Context: an optimization exercise on an open-source flow, tuned for small area and a short achievable clock period. The choices shown serve that exercise and are no tape-out recipe. In this exercise RTL edits were held to simulation tests only and were not proved equivalent to the original.

==> flow/design.v (outline; a module is shown in full before it is edited, if it fits) <==
// module mul_round: 399 lines
// module booth_csa: 1261 lines
// module mul_fa: 4 lines
// module mul_ha: 4 lines
// module fp_mac: 24 lines
// module fp_mac_core: 172 lines
module fp_mac (
    input  wire        clk,
    input  wire [31:0] a,
    input  wire [31:0] b,
    input  wire        en_mult,
    input  wire        en_accuml,
    input  wire        rst_accuml,
    output reg  [31:0] acc_out
);
  // ...
==> flow/run.sh <==
#!/bin/bash
# synth_recipe.tcl (not shown) runs the flow's synth.tcl, then flattens the netlist and writes it again
# the make line also repeats each setting of config.mk as NAME=value (left out here)
make -C /OpenROAD-flow-scripts/flow DESIGN_CONFIG=/design/flow/config.mk WORK_HOME=/design/flow/orfs CLKGATE_MAP_FILE= SYNTH_SCRIPT=/design/flow/synth_recipe.tcl finish
==> flow/config.mk <==
export PLATFORM = sky130hd
export DESIGN_NAME = fp_mac
export DESIGN_NICKNAME = fp_mac
export VERILOG_FILES = /design/flow/design.v
export SDC_FILE = /design/flow/constraint.sdc
export NUM_CORES = 4
export LEC_CHECK = 0
export CAP_MARGIN = 20
export CORE_MARGIN = 2
export CORE_UTILIZATION = 40
export PLACE_DENSITY = 0.6
export SETUP_SLACK_MARGIN = 5
export SLEW_MARGIN = 20
export SYNTH_HIERARCHICAL = 1
==> flow/constraint.sdc <==
create_clock -name core_clock -period 25.0 [get_ports {clk}]
set_input_delay 5.0000 -clock core_clock [delete_from_list [all_inputs] [get_ports {clk}]]
set_output_delay 5.0000 -clock core_clock [all_outputs]
set_load 0.01 [all_outputs]
==> summary.txt, run 1 <==
outcome complete, no violations; dominant kind of cell multi-input gates; endpoints failing setup 0; share of cells above drive strength 1 11.0%; worst r2r src s[25]$_SDFF_PP0_; GRT Total Usage 28.1%; CP Launch Point b[1]; CP max stage cell clkdlybuf4s50_1; hold worst-path end acc_out[31]$_DFFE_PP_; Critical Path AT 19.59 ns; bufs w/o clock 184; Slowest Stage Delay on Critical Path 0.59 ns; FILL cells 7423; Setup crit end kind register; final worst-path setup slack 5.52 ns; Placed Cells 4286; Remaining Overflow, GRT 0; Vias/cell 6.31; fmax 0.0513 GHz; multi-input logic cell count 2945; first-pass iteration count of the detailed router 6; M1 GR Usage 39.9%; CP delay by family, top compound AO/OA/AOI/OAI gates; CTS root buffer clkbuf_16; initial detailed-routing violation count 3060; io pins 100; Post-CTS Setup Inserts 1; final net count 3908; post-route non-filler standard cell count 4329; first-pass GRT wire length 163000 um
==> module fp_mac_core, before the edit <==
module fp_mac_core (
    input  wire [31:0] a,
    input  wire [31:0] b,
    input  wire        en_mult,
    input  wire [31:0] s,
    output wire [31:0] res
);
wire [7:0]  ea = a[30:23];
wire [7:0]  eb = b[30:23];
wire        a_spec = &ea;
wire        b_spec = &eb;
wire        p_zero = ~en_mult | (~|a[30:0]) | (~|b[30:0]);
wire        p_pass = ~en_mult | a_spec | b_spec | p_zero;
wire [31:0] p_fix  = (~en_mult) ? 32'd0 : a_spec ? a : b_spec ? b : 32'd0;
wire [47:0] ps, pc;
booth_csa mul (.x({1'b1, a[22:0]}), .y({1'b1, b[22:0]}), .ps(ps), .pc(pc));
function [4:0] tz23;
    input [22:0] v;
    integer k;
    begin
        tz23 = 5'd23;
        for (k = 22; k >= 0; k = k - 1)
            if (v[k]) tz23 = k[4:0];
    end
endfunction
wire [5:0]  tzs = {1'b0, tz23(a[22:0])} + {1'b0, tz23(b[22:0])};
wire        st1 = tzs <= 6'd22;       
wire        st0 = tzs <= 6'd21;       
wire        m47r;
wire [22:0] man;
mul_round rnd (.ps(ps), .pc(pc), .st1(st1), .st0(st0), .m47(m47r), .man(man));
wire        m47 = m47r & ~p_pass;
wire [7:0]  pe0 = ea + eb - 8'd127;
wire [7:0]  ye0 = p_pass ? p_fix[30:23] : pe0;
wire [22:0] ym  = p_pass ? p_fix[22:0] : man;
wire        sy  = p_pass ? p_fix[31] : a[31] ^ b[31];
wire [7:0]  xe = s[30:23];
wire        sx = s[31];
wire        eop = sx ^ sy;
wire [8:0]  dxa = {1'b0, xe} - {1'b0, ye0};
wire [8:0]  dya = {1'b0, ye0} - {1'b0, xe};
wire [7:0]  ye1 = ye0 + 8'd1;
wire [8:0]  dxb = {1'b0, xe} - {1'b0, ye1};
wire [8:0]  dyb = {1'b0, ye1} - {1'b0, xe};
wire [7:0]  ye  = m47 ? ye1 : ye0;
wire        eswap = m47 ? dxb[8] : dxa[8];                   
wire [7:0]  ad    = m47 ? (dxb[8] ? dyb[7:0] : dxb[7:0])
                        : (dxa[8] ? dya[7:0] : dxa[7:0]);    
wire        ad0   = ad == 8'd0;
wire        ad1   = ad == 8'd1;
wire [7:0]  le    = eswap ? ye : xe;
wire [31:0] y = {sy, ye, ym};
wire        bothzero = (~|s[30:0]) & (~|y[30:0]);
wire [23:0] xm = {1'b1, s[22:0]};
wire [23:0] ymf = {1'b1, ym};
function [24:0] add24;
    input [23:0] a;
    input [23:0] b;
    input        cin;
    reg   [23:0] g, p, t;
    integer l, k, j;
    begin
        g = a & b;
        p = a ^ b;
        t = p;
        g[0] = g[0] | (p[0] & cin);
        for (l = 1; l < 32; l = l * 2)
            for (k = 0; k < 24; k = k + 1)
                if ((k / l) % 2 == 1) begin
                    j = (k / l) * l - 1;
                    g[k] = g[k] | (t[k] & g[j]);
                    t[k] = t[k] & t[j];
                end
        add24 = {g[23], p ^ {g[22:0], cin}};
    end
endfunction
function [24:0] addsub24;
    input [23:0] a;
    input [23:0] b;
    input        sub;
    reg   [23:0] bb, g, p, t, gg;
    reg          co, ci;
    integer l, k, j;
    begin
        bb = b ^ {24{sub}};
        g = a & bb;
        p = a ^ bb;
        t = p;
        gg = g;
        for (l = 1; l < 32; l = l * 2)
            for (k = 0; k < 24; k = k + 1)
                if ((k / l) % 2 == 1) begin
                    j = (k / l) * l - 1;
                    gg[k] = gg[k] | (t[k] & gg[j]);
                    t[k] = t[k] & t[j];
                end
        co = gg[23];
        ci = sub & co;
        addsub24 = {co, (p ^ ({gg[22:0], 1'b0} | ({t[22:0], 1'b1} & {24{ci}}))) ^ {24{sub & ~co}}};
    end
endfunction
function [7:0] sub8;
    input [7:0] a;
    input [7:0] b;
    reg   [7:0] g, p, t;
    integer l, k, j;
    begin
        g = a & ~b;
        p = a ^ ~b;
        t = p;
        g[0] = g[0] | p[0];           
        for (l = 1; l < 8; l = l * 2)
            for (k = 0; k < 8; k = k + 1)
                if ((k / l) % 2 == 1) begin
                    j = (k / l) * l - 1;
                    g[k] = g[k] | (t[k] & g[j]);
                    t[k] = t[k] & t[j];
                end
        sub8 = p ^ {g[6:0], 1'b1};
    end
endfunction
function [4:0] lzc32;
    input [31:0] v;
    reg   [7:0]  z4;
    reg   [15:0] c4;
    reg   [3:0]  z8;
    reg   [11:0] c8;
    reg   [1:0]  z16;
    reg   [7:0]  c16;
    integer k;
    begin
        for (k = 0; k < 8; k = k + 1) begin
            z4[k] = ~|v[4*k +: 4];
            c4[2*k +: 2] = v[4*k+3] ? 2'd0 : v[4*k+2] ? 2'd1 : v[4*k+1] ? 2'd2 : 2'd3;
        end
        for (k = 0; k < 4; k = k + 1) begin
            z8[k] = z4[2*k+1] & z4[2*k];
            c8[3*k +: 3] = z4[2*k+1] ? {1'b1, c4[4*k +: 2]} : {1'b0, c4[4*k+2 +: 2]};
        end
        for (k = 0; k < 2; k = k + 1) begin
            z16[k] = z8[2*k+1] & z8[2*k];
            c16[4*k +: 4] = z8[2*k+1] ? {1'b1, c8[6*k +: 3]} : {1'b0, c8[6*k+3 +: 3]};
        end
        lzc32 = z16[1] ? {1'b1, c16[3:0]} : {1'b0, c16[7:4]};
    end
endfunction
wire [23:0] lm = eswap ? ymf : xm;
wire [23:0] sm = eswap ? xm : ymf;
wire [23:0] sr = (ad >= 8'd24) ? 24'd0 : (sm >> ad[4:0]);
wire [24:0] as = add24(lm, sr ^ {24{eop}}, eop);
wire [24:0] fsum = {as[24] & ~eop, as[23:0]};
wire [22:0] f_man = fsum[24] ? fsum[23:1] : fsum[23] ? fsum[22:0] : {fsum[21:0], 1'b0};
wire [7:0]  f_exp = fsum[24] ? le + 8'd1 : fsum[23] ? le : le - 8'd1;
wire        f_sign = eswap ? sy : sx;
wire [23:0] nb = ad0 ? sm : {1'b0, sm[23:1]};
wire [24:0] nas = addsub24(lm, nb, 1'b1);
wire [23:0] nd = nas[23:0];
wire [4:0]  nlz = lzc32({nd, 8'hFF});
wire [23:0] nsh16 = nlz[4] ? {nd[7:0], 16'd0} : nd;
wire [23:0] nsh8  = nlz[3] ? {nsh16[15:0], 8'd0} : nsh16;
wire [23:0] nsh4  = nlz[2] ? {nsh8[19:0], 4'd0} : nsh8;
wire [23:0] nsh2  = nlz[1] ? {nsh4[21:0], 2'd0} : nsh4;
wire [23:0] nsh   = nlz[0] ? {nsh2[22:0], 1'd0} : nsh2;
wire [22:0] n_man = nsh[22:0];
wire        nzero = ~|nd;
wire [7:0]  n_exp = nzero ? 8'd0 : sub8(le, {3'd0, nlz});
wire        n_sign = nzero ? 1'b0 : nas[24] ? f_sign : ~f_sign;
wire        near = eop & (ad0 | ad1);
assign res = bothzero ? {sx & sy, 31'd0}
           : near     ? {n_sign, n_exp, n_man}
           :            {f_sign, f_exp, f_man};
endmodule
==> run 2, diff against run 1 <==
--- a/flow/design.v
+++ b/flow/design.v
@@ -1791,26 +1791,6 @@
         addsub24 = {co, (p ^ ({gg[22:0], 1'b0} | ({t[22:0], 1'b1} & {24{ci}}))) ^ {24{sub & ~co}}};
     end
 endfunction
-function [7:0] sub8;
-    input [7:0] a;
-    input [7:0] b;
-    reg   [7:0] g, p, t;
-    integer l, k, j;
-    begin
-        g = a & ~b;
-        p = a ^ ~b;
-        t = p;
-        g[0] = g[0] | p[0];           
-        for (l = 1; l < 8; l = l * 2)
-            for (k = 0; k < 8; k = k + 1)
-                if ((k / l) % 2 == 1) begin
-                    j = (k / l) * l - 1;
-                    g[k] = g[k] | (t[k] & g[j]);
-                    t[k] = t[k] & t[j];
-                end
-        sub8 = p ^ {g[6:0], 1'b1};
-    end
-endfunction
 function [4:0] lzc32;
     input [31:0] v;
     reg   [7:0]  z4;
@@ -1855,7 +1835,12 @@
 wire [23:0] nsh   = nlz[0] ? {nsh2[22:0], 1'd0} : nsh2;
 wire [22:0] n_man = nsh[22:0];
 wire        nzero = ~|nd;
-wire [7:0]  n_exp = nzero ? 8'd0 : sub8(le, {3'd0, nlz});
+wire [7:0]  le16   = le - 8'd16;
+wire [3:0]  leh1   = le[7:4] - 4'd1;
+wire [3:0]  le16h1 = le16[7:4] - 4'd1;
+wire [4:0]  nel    = {1'b1, nlz[4] ? le16[3:0] : le[3:0]} - {1'b0, nlz[3:0]};
+wire [3:0]  neh    = nlz[4] ? (nel[4] ? le16[7:4] : le16h1) : (nel[4] ? le[7:4] : leh1);
+wire [7:0]  n_exp  = nzero ? 8'd0 : {neh, nel[3:0]};
 wire        n_sign = nzero ? 1'b0 : nas[24] ? f_sign : ~f_sign;
 wire        near = eop & (ad0 | ad1);
 assign res = bothzero ? {sx & sy, 31'd0}
==> summary.txt, run 2 <==
Slowest Stage Delay on Critical Path 1.09 ns (+0.50 ns); outcome complete, no violations; initial detailed-routing violation count 3069 (+0.29%); worst r2r src s[29]$_SDFF_PP0_; die span in y 274 um; CP Launch Point a[10]; hold worst-path end acc_out[31]$_DFFE_PP_; commonest cells after routing, fill and taps aside xnor2_1 (347), nor2_1 (271), fa_1 (270); WL per Instance 24.9 um; TritonCTS Sinks 64; largest net degree at the start of global routing 66; crit-path most repeated cell fa_1; Placer Congestion 1.00; starting density of the core 40.3%; vias in the first global route 26.0k; Num CTS Buffers 9; H-tree depth 3; Final Hold Fails 0; DR vias 27.6k; Largest regs acc_out (32), s (32); hold_ws 0.610 ns; CTS Buffer Depth 2; Max Cap Viol 0; WS Path Type input pin to register; pre-CTS WS 1.27 ns; Bufs and invs on worst path 8; CTS root buffer clkbuf_16; max_slew headroom 21.5%; fin util 43.2%; CP delay by family, top compound AO/OA/AOI/OAI gates; Syn Std Cell Area 0.0292 mm^2; Die W 274 um; first-pass GRT wire length 163000 um (unchanged); WHS Path Cells 1; synth warn 8; GRT Total Usage 28.1% (about the same); Final min period 19.63 ns; syn avg cell area 8.32 um^2; final setup TNS 0 ns; Final ANT Viol Nets 0; Worst Path Required 25.20 ns; initial antenna violation count 6; FILL cells 7294 (-1.7%); final worst-path setup slack 5.37 ns (-0.146 ns); io pins 100 (unchanged); DPL Wire Length 87500 um; clock-pin slew on the worst setup and hold paths 0.05 ns; share of cells above drive strength 1 11.4% (+0.49 points); Worst Max-Slew Pin Slew 1.17 ns; floorplan core area 0.0726 mm^2; critical path startpoint category input pin; clk_skew 0.00647 ns; Remaining Overflow, GRT 0 (unchanged); endpoints failing setup 0 (unchanged); fmax 0.0510 GHz (-0.74%); Register-to-Register Setup Slack 14.52 ns; CTS tree built; CP max stage cell clkdlybuf4s50_1; Setup crit end kind register; DRC errors left 0; WL final 109000 um; critical path peak fanout 19; Synth Instances 3515; Slew Limit Fails 0; Area growth syn-to-layout 7.38%; Vias/cell 6.32 (about the same); final net count 3942 (+0.87%); clock latency (worst-skew pair) 0.33 ns; worst r2r path cells 35; first-pass iteration count of the detailed router 6 (unchanged); HP Class register to register; Die Area 0.0752 mm^2; Critical Path AT 19.83 ns (+0.24 ns); number of I/O port buffers 99; most common cell after layout, fill and taps aside xnor2_1; Hold Startpoint s[31]$_SDFF_PP0_; RSZ-0062 raised after global routing false; Hold Buf Count CTS 0; FP Rows 99; R2R Path End acc_out[29]$_DFFE_PP_; share of the clock period used by the worst path 78.5%
==> run 2: final cells by class <==
type / instances / area (um^2) / share of cell area, %
Antenna cell: 4 / 10.0 / 0.0319
Timing Repair inverter: 3 / 18.8 / 0.0598
Sequential cell: 64 / 1600 / 5.10
Clock buffer: 12 / 246 / 0.785
Inverter: 151 / 681 / 2.17
Tap cell: 959 / 1200 / 3.82
Timing Repair Buffer: 207 / 1850 / 5.90
Clock inverter: 4 / 68.8 / 0.219
Multi-Input combinational cell: 2960 / 25700 / 81.9
==> run 2: layer usage <==
| metal | global-route usage, % | vias up | part of all wire, % |
|---|---|---|---|
| met5 | 0 | - | 0.038 |
| met4 | 5.48 | 6 | 2.3 |
| met3 | 6.22 | 202 | 11 |
| met2 | 42.3 | 1445 | 43 |
| met1 | 41.0 | 13400 | 44 |
| li1 | - | 12500 | - |
==> run 2: worst max-delay path by stage <==
| stage | end | depth (start not counted) | slack, ns |
|---|---|---|---|
| global placement | acc_out[29]$_DFFE_PP_ | 53 | 1.35 |
| floorplan | acc_out[29]$_DFFE_PP_ | 63 | 5.01 |
| global route | acc_out[29]$_DFFE_PP_ | 57 | 4.97 |
| CTS | acc_out[29]$_DFFE_PP_ | 54 | 5.01 |
| finish | acc_out[29]$_DFFE_PP_ | 50 | 5.37 |
| detailed placement | acc_out[29]$_DFFE_PP_ | 53 | 1.27 |
==> run 2: per-stage QoR <==
step	cells	instance area (um^2)
2_1_floorplan	3521	29300
3_3_place_gp	4312	30200
3_5_place_dp	4312	30200
4_1_cts	4334	30800
6_report	4364	31400
5_1_grt	4362	31400
==> run 2: repair_timing <==
item / CTS / global route
pin swaps: 3 / 12
gates resized for setup: 79 / 106
setup endpoints to repair: 64 / 50
gates cloned: 0 / 4
setup buffers: 6 / 22
==> run 3, diff against run 2 <==
--- a/flow/design.v
+++ b/flow/design.v
@@ -1766,31 +1766,6 @@
         add24 = {g[23], p ^ {g[22:0], cin}};
     end
 endfunction
-function [24:0] addsub24;
-    input [23:0] a;
-    input [23:0] b;
-    input        sub;
-    reg   [23:0] bb, g, p, t, gg;
-    reg          co, ci;
-    integer l, k, j;
-    begin
-        bb = b ^ {24{sub}};
-        g = a & bb;
-        p = a ^ bb;
-        t = p;
-        gg = g;
-        for (l = 1; l < 32; l = l * 2)
-            for (k = 0; k < 24; k = k + 1)
-                if ((k / l) % 2 == 1) begin
-                    j = (k / l) * l - 1;
-                    gg[k] = gg[k] | (t[k] & gg[j]);
-                    t[k] = t[k] & t[j];
-                end
-        co = gg[23];
-        ci = sub & co;
-        addsub24 = {co, (p ^ ({gg[22:0], 1'b0} | ({t[22:0], 1'b1} & {24{ci}}))) ^ {24{sub & ~co}}};
-    end
-endfunction
 function [4:0] lzc32;
     input [31:0] v;
     reg   [7:0]  z4;
@@ -1825,7 +1800,9 @@
 wire [7:0]  f_exp = fsum[24] ? le + 8'd1 : fsum[23] ? le : le - 8'd1;
 wire        f_sign = eswap ? sy : sx;
 wire [23:0] nb = ad0 ? sm : {1'b0, sm[23:1]};
-wire [24:0] nas = addsub24(lm, nb, 1'b1);
+wire [24:0] nd1 = add24(lm, ~nb, 1'b1);
+wire [24:0] nd2 = add24(nb, ~lm, 1'b1);
+wire [24:0] nas = {nd1[24], nd1[24] ? nd1[23:0] : nd2[23:0]};
 wire [23:0] nd = nas[23:0];
 wire [4:0]  nlz = lzc32({nd, 8'hFF});
 wire [23:0] nsh16 = nlz[4] ? {nd[7:0], 16'd0} : nd;
==> summary.txt, run 3 <==
Die Area 0.0762 mm^2 (+1.3%); die span in y 276 um (+0.65%); Slew Limit Fails 0 (unchanged); CTS Buffer Depth 2 (unchanged); fin util 43.6% (+0.40 points); WL final 108000 um (-0.36%); initial detailed-routing violation count 3035 (-1.1%); clk_skew 0.00347 ns (-0.00300 ns); FP Rows 99 (unchanged); DR vias 27.4k (-0.55%); clock-pin slew on the worst setup and hold paths 0.05 ns (about the same); WL per Instance 24.6 um (-1.4%); first-pass iteration count of the detailed router 19 (+13); final net count 4021 (+2.0%); Max Cap Viol 0 (unchanged); Die W 276 um (+0.65%); io pins 100 (unchanged); fmax 0.0511 GHz (+0.21%); Synth Instances 3539 (+0.68%); DRC errors left 0 (unchanged); floorplan core area 0.0731 mm^2 (+0.68%); max_slew headroom 25.4% (+3.9 points); first-pass GRT wire length 164000 um (+0.60%); Num CTS Buffers 9 (unchanged); WS Path Type input pin to register; HP Class register to register; Final Hold Fails 0 (unchanged); largest net degree at the start of global routing 66 (unchanged); CTS root buffer clkbuf_16; starting density of the core 40.5% (+0.25 points); final setup TNS 0 ns (unchanged); Critical Path AT 19.66 ns (-0.17 ns); TritonCTS Sinks 64 (unchanged); vias in the first global route 26.4k (+1.7%); share of the clock period used by the worst path 78.3% (-0.17 points); share of cells above drive strength 1 11.9% (+0.42 points); most common cell after layout, fill and taps aside xnor2_1; Syn Std Cell Area 0.0296 mm^2 (+1.3%); Hold Buf Count CTS 0 (unchanged); endpoints failing setup 0 (unchanged); syn avg cell area 8.37 um^2 (+0.63%); crit-path most repeated cell fa_1; commonest cells after routing, fill and taps aside xnor2_1 (319), fa_1 (278), nor2_1 (264); CP max stage cell fa_1; critical path peak fanout 37 (+18); Worst Max-Slew Pin Slew 1.11 ns (-0.0680 ns); initial antenna violation count 1 (-5); CTS tree built; outcome complete, no violations; Final ANT Viol Nets 0 (unchanged); H-tree depth 3 (unchanged); Remaining Overflow, GRT 0 (unchanged); Placer Congestion 0.972 (-3.3%); RSZ-0062 raised after global routing false; Slowest Stage Delay on Critical Path 0.65 ns (-0.44 ns); Setup crit end kind register; critical path startpoint category input pin; GRT Total Usage 27.4% (-0.73 points); clock latency (worst-skew pair) 0.33 ns (about the same); post-route non-filler standard cell count 4409 (+1.0%); number of I/O port buffers 99 (unchanged); synth warn 8 (unchanged); Placed Cells 4344 (+0.74%); Worst Path Required 25.08 ns (-0.12 ns); DPL Wire Length 84200 um (-3.8%); Largest regs acc_out (32), s (32); Area growth syn-to-layout 7.70%; Vias/cell 6.22 (-1.6%); Final min period 19.59 ns (-0.0417 ns)
## run 3: per-stage QoR
| stage | setup slack (ns) | hold WS [ns] | area, um^2 |
|---|---|---|---|
| after floorplan | 5.94 | 0.561 | 29600 |
| after global placement | 2.01 | 0.659 | 30500 |
| after detailed placement | 1.89 | 0.657 | 30600 |
| after CTS | 4.94 | 0.667 | 31300 |
| after global routing | 4.94 | 0.684 | 31900 |
| final | 5.41 | 0.664 | 31900 |
## run 3: layout make-up
class | count | area [um^2]
well taps | 959 | 1200
fillers | 7376 | 41200
repair buffers | 206 | 1830
flip-flops and latches | 64 | 1600
diodes | 1 | 2.50
inverters | 191 | 922
clock buffers | 11 | 243
repair inverters | 10 | 68.8
clock inverters | 5 | 46.3
multi-input cells | 2962 | 26000
## run 3: what timing repair did
item                       in CTS  in global routing
setup endpoints to repair      64                 62
resized for setup             104                102
pin swaps                       5                 20
buffers inserted                7                 27
gates cloned                    5                  9
## run 3: worst max-delay path, delay by kind of cell
kind / cells / cell delay (ns)
xor gates and xnor gates: 2 / 0.33
adders and majority gates: 10 / 4.04
muxes: 1 / 0.26
and+or+nand+nor: 14 / 2.60
buffers and inverters: 9 / 1.97
AOI/OAI and AO/OA: 23 / 5.39
## run 3: final timing paths
check | startpoint | to | depth (start not counted) | slack, ns
worst max-delay path | b[20] | acc_out[30]$_DFFE_PP_ | 59 | 5.41
worst min-delay path | s[1]$_SDFF_PP0_ | acc_out[1]$_DFFE_PP_ | 1 | 0.66
worst max register to register | s[23]$_SDFF_PP0_ | acc_out[30]$_DFFE_PP_ | 42 | 14.62
worst min register to register | s[1]$_SDFF_PP0_ | acc_out[1]$_DFFE_PP_ | 1 | 0.66
## run 3: metal layers
layer  up-vias  track usage (%)  wire, um
li1      12500                -         -
met1     13300             39.7     48700
met2      1333             41.7     46500
met3       198             4.77      9920
met4         2             7.08      3290
met5         -                0        13

==> what the ideal ports hide <==
The flow's constraints put no driver on any port. The routed layouts listed below were extracted and timed again, unchanged, in two steps.
Step 1: set_driving_cell puts a clkbuf_16 on clk and a buf_2 on each other input, an assumption about the parent block.
Step 2 moves the port delays by t, midway between the first and last clock arrival at a register: inputs arrive t later, outputs are due t later. That takes back most of the time a late clock gives input paths.
Three values: ideal ports, drivers, drivers and shift; two values: the first two.
run | shift t [ns] | setup slack, ns | worst hold slack (ns)
run 1 | 0.396 | 5.519 / 5.512 / 5.116 | 0.603 / 0.603 / 0.603
run 2 | 0.348 | 5.373 / 5.377 / 5.028 | 0.610 / 0.610 / 0.610
run 3 | 0.360 | 5.415 / 5.424 / 5.064 | 0.664 / 0.664 / 0.664
After both steps setup and hold are still met in every run listed. For run 1, which loses most, drivers alone change the setup slack by -0.007 ns; drivers and shift together by -0.403 ns.
